Background: an optimization exercise with open tools, aiming at small area. Do not read the settings as production practice. In this exercise RTL edits were held to simulation tests only and were not proved equivalent to the original. The flow treats the clock pin as an ideal source. Dropping or thinning the clock tree relies on that and would not hold on a real chip.

Design fancy_fader, start of the top module:
module fancy_fader(input wire clk, input wire rst, input wire [15:0] random,
	output wire ws2812_out, output wire trigger, output wire data_request);
==> module fancy_fader, before the edit <==
module fancy_fader(input wire clk, input wire rst, input wire [15:0] random,
	output wire ws2812_out, output wire trigger, output wire data_request);
	reg [10:0] cnt;
	reg hold;
	reg [3:0] ci;
	reg [3:0] start;
	reg [2:0] e;
	reg [2:0] rgb;    
	reg [14:0] ring [0:9];
	reg [3:0] d;
	reg curbit;
	wire in_tx = (cnt[10:7] == 4'd0);
	wire req = (cnt == 11'd128);
	wire [3:0] ci_next = ci + 4'd1;
	wire led_end = rgb[2];
	wire sixteenth = (ci_next == start);
	wire last = led_end && sixteenth && (e == 3'd7);
	wire step = in_tx && (cnt[6:0] == 7'd119);
	wire insert = req && !hold && last && (start == 4'd0);
	assign data_request = req;
	assign trigger = ~hold;
	assign ws2812_out = in_tx && ((cnt[3:0] < 4'd4) || (curbit && (cnt[3:0] < 4'd9)));
	always @(posedge clk) begin
		if (rst) begin
			cnt <= 11'd1280;
			hold <= 1'b0;
		end else begin
			if (req && !hold)
				cnt <= 11'd0;
			else if (cnt == 11'd2000)
				cnt <= 11'd128;
			else
				cnt <= cnt + 11'd1;
			if (req && !hold && last)
				hold <= 1'b1;
			else if (cnt == 11'd1999)
				hold <= 1'b0;
		end
	end
	always @(posedge clk) begin
		if (rst) begin
			ci <= 4'd0;
			start <= 4'd0;
			e <= 3'd0;
			rgb <= 3'b001;
		end else if (step) begin
			if (!led_end) begin
				rgb <= {rgb[1:0], 1'b0};
			end else begin
				rgb <= 3'b001;
				if (!last) begin
					ci <= ci_next;
					if (sixteenth)
						e <= e + 3'd1;
				end else begin
					e <= 3'd0;
					start <= ci;
				end
			end
		end
	end
	wire d_hold = in_tx && led_end && (cnt[6:1] == 6'd59) && (last || (cnt[0] && ci == 4'hf));
	always @(posedge clk) begin
		if (rst)
			d <= 4'd0;
		else if (!d_hold)
			d <= (d == 4'd9) ? 4'd0 : d + 4'd1;
	end
	wire clear = !hold && cnt[10] && !cnt[4];
	integer i;
	always @(posedge clk) begin
		for (i = 1; i < 10; i = i + 1)
			ring[i] <= ring[i-1];
		ring[0] <= clear ? 15'd0 : (insert && !d[2]) ? random[14:0] : ring[9];
		ring[5] <= (insert && d[2]) ? random[14:0] : ring[4];
	end
	wire [4:0] a = ({5{rgb[0]}} & ring[0][4:0]) | ({5{rgb[1]}} & ring[0][9:5]) | ({5{rgb[2]}} & ring[0][14:10]);
	wire [4:0] b = ({5{rgb[0]}} & ring[9][4:0]) | ({5{rgb[1]}} & ring[9][9:5]) | ({5{rgb[2]}} & ring[9][14:10]);
	wire [4:0] m0 = ci[0] ? b : a;
	wire [4:0] m1 = ci[1] ? b : a;
	wire [4:0] m2 = ci[2] ? b : a;
	wire [4:0] m3 = ci[3] ? b : a;
	wire [5:0] s0 = a + m0;
	wire [6:0] s1 = {m2, 1'b0} + m1;
	wire [8:0] mix = {s1, 1'b0} + s0 + {m3, 3'b0};
	wire [2:0] bsel = in_tx ? cnt[6:4] + {2'd0, cnt[3]} : 3'd0;
	wire load_ok = !in_tx || (cnt[3:2] != 2'b01);
	wire [2:0] bpos = ~bsel;
	wire [7:0] color = mix[8:1];
	always @(posedge clk)
		if (load_ok && d == 4'd0)
			curbit <= color[bpos];
endmodule
==> flow/config.mk <==
export PLATFORM = sky130hd
export DESIGN_NAME = fancy_fader
export DESIGN_NICKNAME = fancy_fader
export VERILOG_FILES = /design/flow/design.v
export SDC_FILE = /design/flow/constraint.sdc
export NUM_CORES = 4
export LEC_CHECK = 0
export CAP_MARGIN = 20
export CORE_MARGIN = 2
export CORE_UTILIZATION = 40
export SLEW_MARGIN = 20
export CTS_LEAVES = 12
export CTS_LEAF_CELL = sky130_fd_sc_hd__clkbuf_8
export CTS_ROOT_CELL = sky130_fd_sc_hd__clkbuf_8
export PRE_CTS_TCL = /design/flow/flow/mycts.tcl
export BUFFER_PORTS_ARGS = -buffer_cell sky130_fd_sc_hd__buf_1
export PRE_RESIZE_TCL = /design/flow/flow/downsize.tcl
==> flow/constraint.sdc <==
create_clock -name core_clock -period 12.0 [get_ports {clk}]
set_input_delay 2.4000 -clock core_clock [delete_from_list [all_inputs] [get_ports {clk}]]
set_output_delay 2.4000 -clock core_clock [all_outputs]
set_load 0.01 [all_outputs]
standard.sh (not shown) runs the stock make flow with config.mk's settings and CLKGATE_MAP_FILE= SYNTH_SCRIPT=/design/flow/synth_recipe.tcl, a recipe that flattens the netlist after the stock synthesis.
==> flow/flow/run.sh <==
#!/bin/bash
# own flow: the standard flow (standard.sh, unchanged synthesis) with
# extra ORFS settings: a hand-built two-level clock tree (flow/mycts.tcl)
# instead of TritonCTS, small port buffers, and logic cells taken down to
# their smallest drive strength before repair_design (flow/downsize.tcl).
HERE=$(pwd)
cat >> config.mk <<EOC
export CTS_LEAVES = 12
export CTS_LEAF_CELL = sky130_fd_sc_hd__clkbuf_8
export CTS_ROOT_CELL = sky130_fd_sc_hd__clkbuf_8
export PRE_CTS_TCL = $HERE/flow/mycts.tcl
export BUFFER_PORTS_ARGS = -buffer_cell sky130_fd_sc_hd__buf_1
export PRE_RESIZE_TCL = $HERE/flow/downsize.tcl
EOC
bash standard.sh > standard.log 2>&1
Other scripts of this flow, unchanged in this note and not shown: flow/flow/downsize.tcl, flow/flow/mycts.tcl
The starting point finished clean.
Change:
--- a/flow/design.v
+++ b/flow/design.v
@@ -6,19 +6,18 @@
 	output wire ws2812_out, output wire trigger, output wire data_request);
 	reg [10:0] cnt;
 	reg hold;
+	reg [3:0] fm;
 	reg [3:0] ci;
 	reg [3:0] start;
-	reg [2:0] e;
-	reg [2:0] rgb;    
+	reg [1:0] rgb;
 	reg [14:0] ring [0:9];
 	reg [3:0] d;
 	reg curbit;
 	wire in_tx = (cnt[10:7] == 4'd0);
 	wire req = (cnt == 11'd128);
-	wire [3:0] ci_next = ci + 4'd1;
-	wire led_end = rgb[2];
-	wire sixteenth = (ci_next == start);
-	wire last = led_end && sixteenth && (e == 3'd7);
+	wire [7:0] led_next = {fm, ci} + 8'd1;
+	wire led_end = (rgb == 2'd2);
+	wire last = led_end && (led_next == {4'd8, start});
 	wire step = in_tx && (cnt[6:0] == 7'd119);
 	wire insert = req && !hold && last && (start == 4'd0);
 	assign data_request = req;
@@ -43,21 +42,19 @@
 	end
 	always @(posedge clk) begin
 		if (rst) begin
+			fm <= 4'd0;
 			ci <= 4'd0;
 			start <= 4'd0;
-			e <= 3'd0;
-			rgb <= 3'b001;
+			rgb <= 2'd0;
 		end else if (step) begin
 			if (!led_end) begin
-				rgb <= {rgb[1:0], 1'b0};
+				rgb <= rgb + 2'd1;
 			end else begin
-				rgb <= 3'b001;
+				rgb <= 2'd0;
 				if (!last) begin
-					ci <= ci_next;
-					if (sixteenth)
-						e <= e + 3'd1;
+					{fm, ci} <= led_next;
 				end else begin
-					e <= 3'd0;
+					fm <= 4'd0;
 					start <= ci;
 				end
 			end
@@ -78,15 +75,13 @@
 		ring[0] <= clear ? 15'd0 : (insert && !d[2]) ? random[14:0] : ring[9];
 		ring[5] <= (insert && d[2]) ? random[14:0] : ring[4];
 	end
-	wire [4:0] a = ({5{rgb[0]}} & ring[0][4:0]) | ({5{rgb[1]}} & ring[0][9:5]) | ({5{rgb[2]}} & ring[0][14:10]);
-	wire [4:0] b = ({5{rgb[0]}} & ring[9][4:0]) | ({5{rgb[1]}} & ring[9][9:5]) | ({5{rgb[2]}} & ring[9][14:10]);
+	wire [4:0] a = (rgb == 2'd0) ? ring[0][4:0] : (rgb == 2'd1) ? ring[0][9:5] : ring[0][14:10];
+	wire [4:0] b = (rgb == 2'd0) ? ring[9][4:0] : (rgb == 2'd1) ? ring[9][9:5] : ring[9][14:10];
 	wire [4:0] m0 = ci[0] ? b : a;
 	wire [4:0] m1 = ci[1] ? b : a;
 	wire [4:0] m2 = ci[2] ? b : a;
 	wire [4:0] m3 = ci[3] ? b : a;
-	wire [5:0] s0 = a + m0;
-	wire [6:0] s1 = {m2, 1'b0} + m1;
-	wire [8:0] mix = {s1, 1'b0} + s0 + {m3, 3'b0};
+	wire [8:0] mix = {4'd0, a} + {4'd0, m0} + {3'd0, m1, 1'b0} + {2'd0, m2, 2'b0} + {1'b0, m3, 3'b0};
 	wire [2:0] bsel = in_tx ? cnt[6:4] + {2'd0, cnt[3]} : 3'd0;
 	wire load_ok = !in_tx || (cnt[3:2] != 2'b01);
 	wire [2:0] bpos = ~bsel;
Final cell count rises by 7.5%.
Worst hold slack hardly moves.
Routed wire length came out higher by 6.5%.
First-iteration DRC count fell by 35%.
Worst setup slack loses 810 ps.
In every run of this note, the design's own scripts or RTL, not TritonCTS, make the clock network.

==> static timing again, ports no longer ideal <==
How much do the figures lean on ideal ports? The routed layouts below were timed once more, with nothing changed but the port constraints. Step 1: set_driving_cell puts a clkbuf_16 on clk and a buf_2 on each other input, an assumption about the parent block. Step 2 moves the port delays by t, midway between the first and last clock arrival at a register: inputs arrive t later, outputs are due t later. That takes back most of the time a late clock gives input paths. a / b / c = no drivers / after step 1 / after step 2; a / b = the first two.
run | t, ns | setup slack, ns | hold WS [ns] | worst register clock-pin slew, ns
the first run | 0.454 | 7.618 / 7.618 / 7.618 | 0.327 / 0.327 / 0.327 | 0.10 / 0.10
the second run | 0.455 | 6.812 / 6.812 / 6.812 | 0.328 / 0.328 / 0.328 | 0.11 / 0.11
After both steps setup and hold are still met in every run listed.
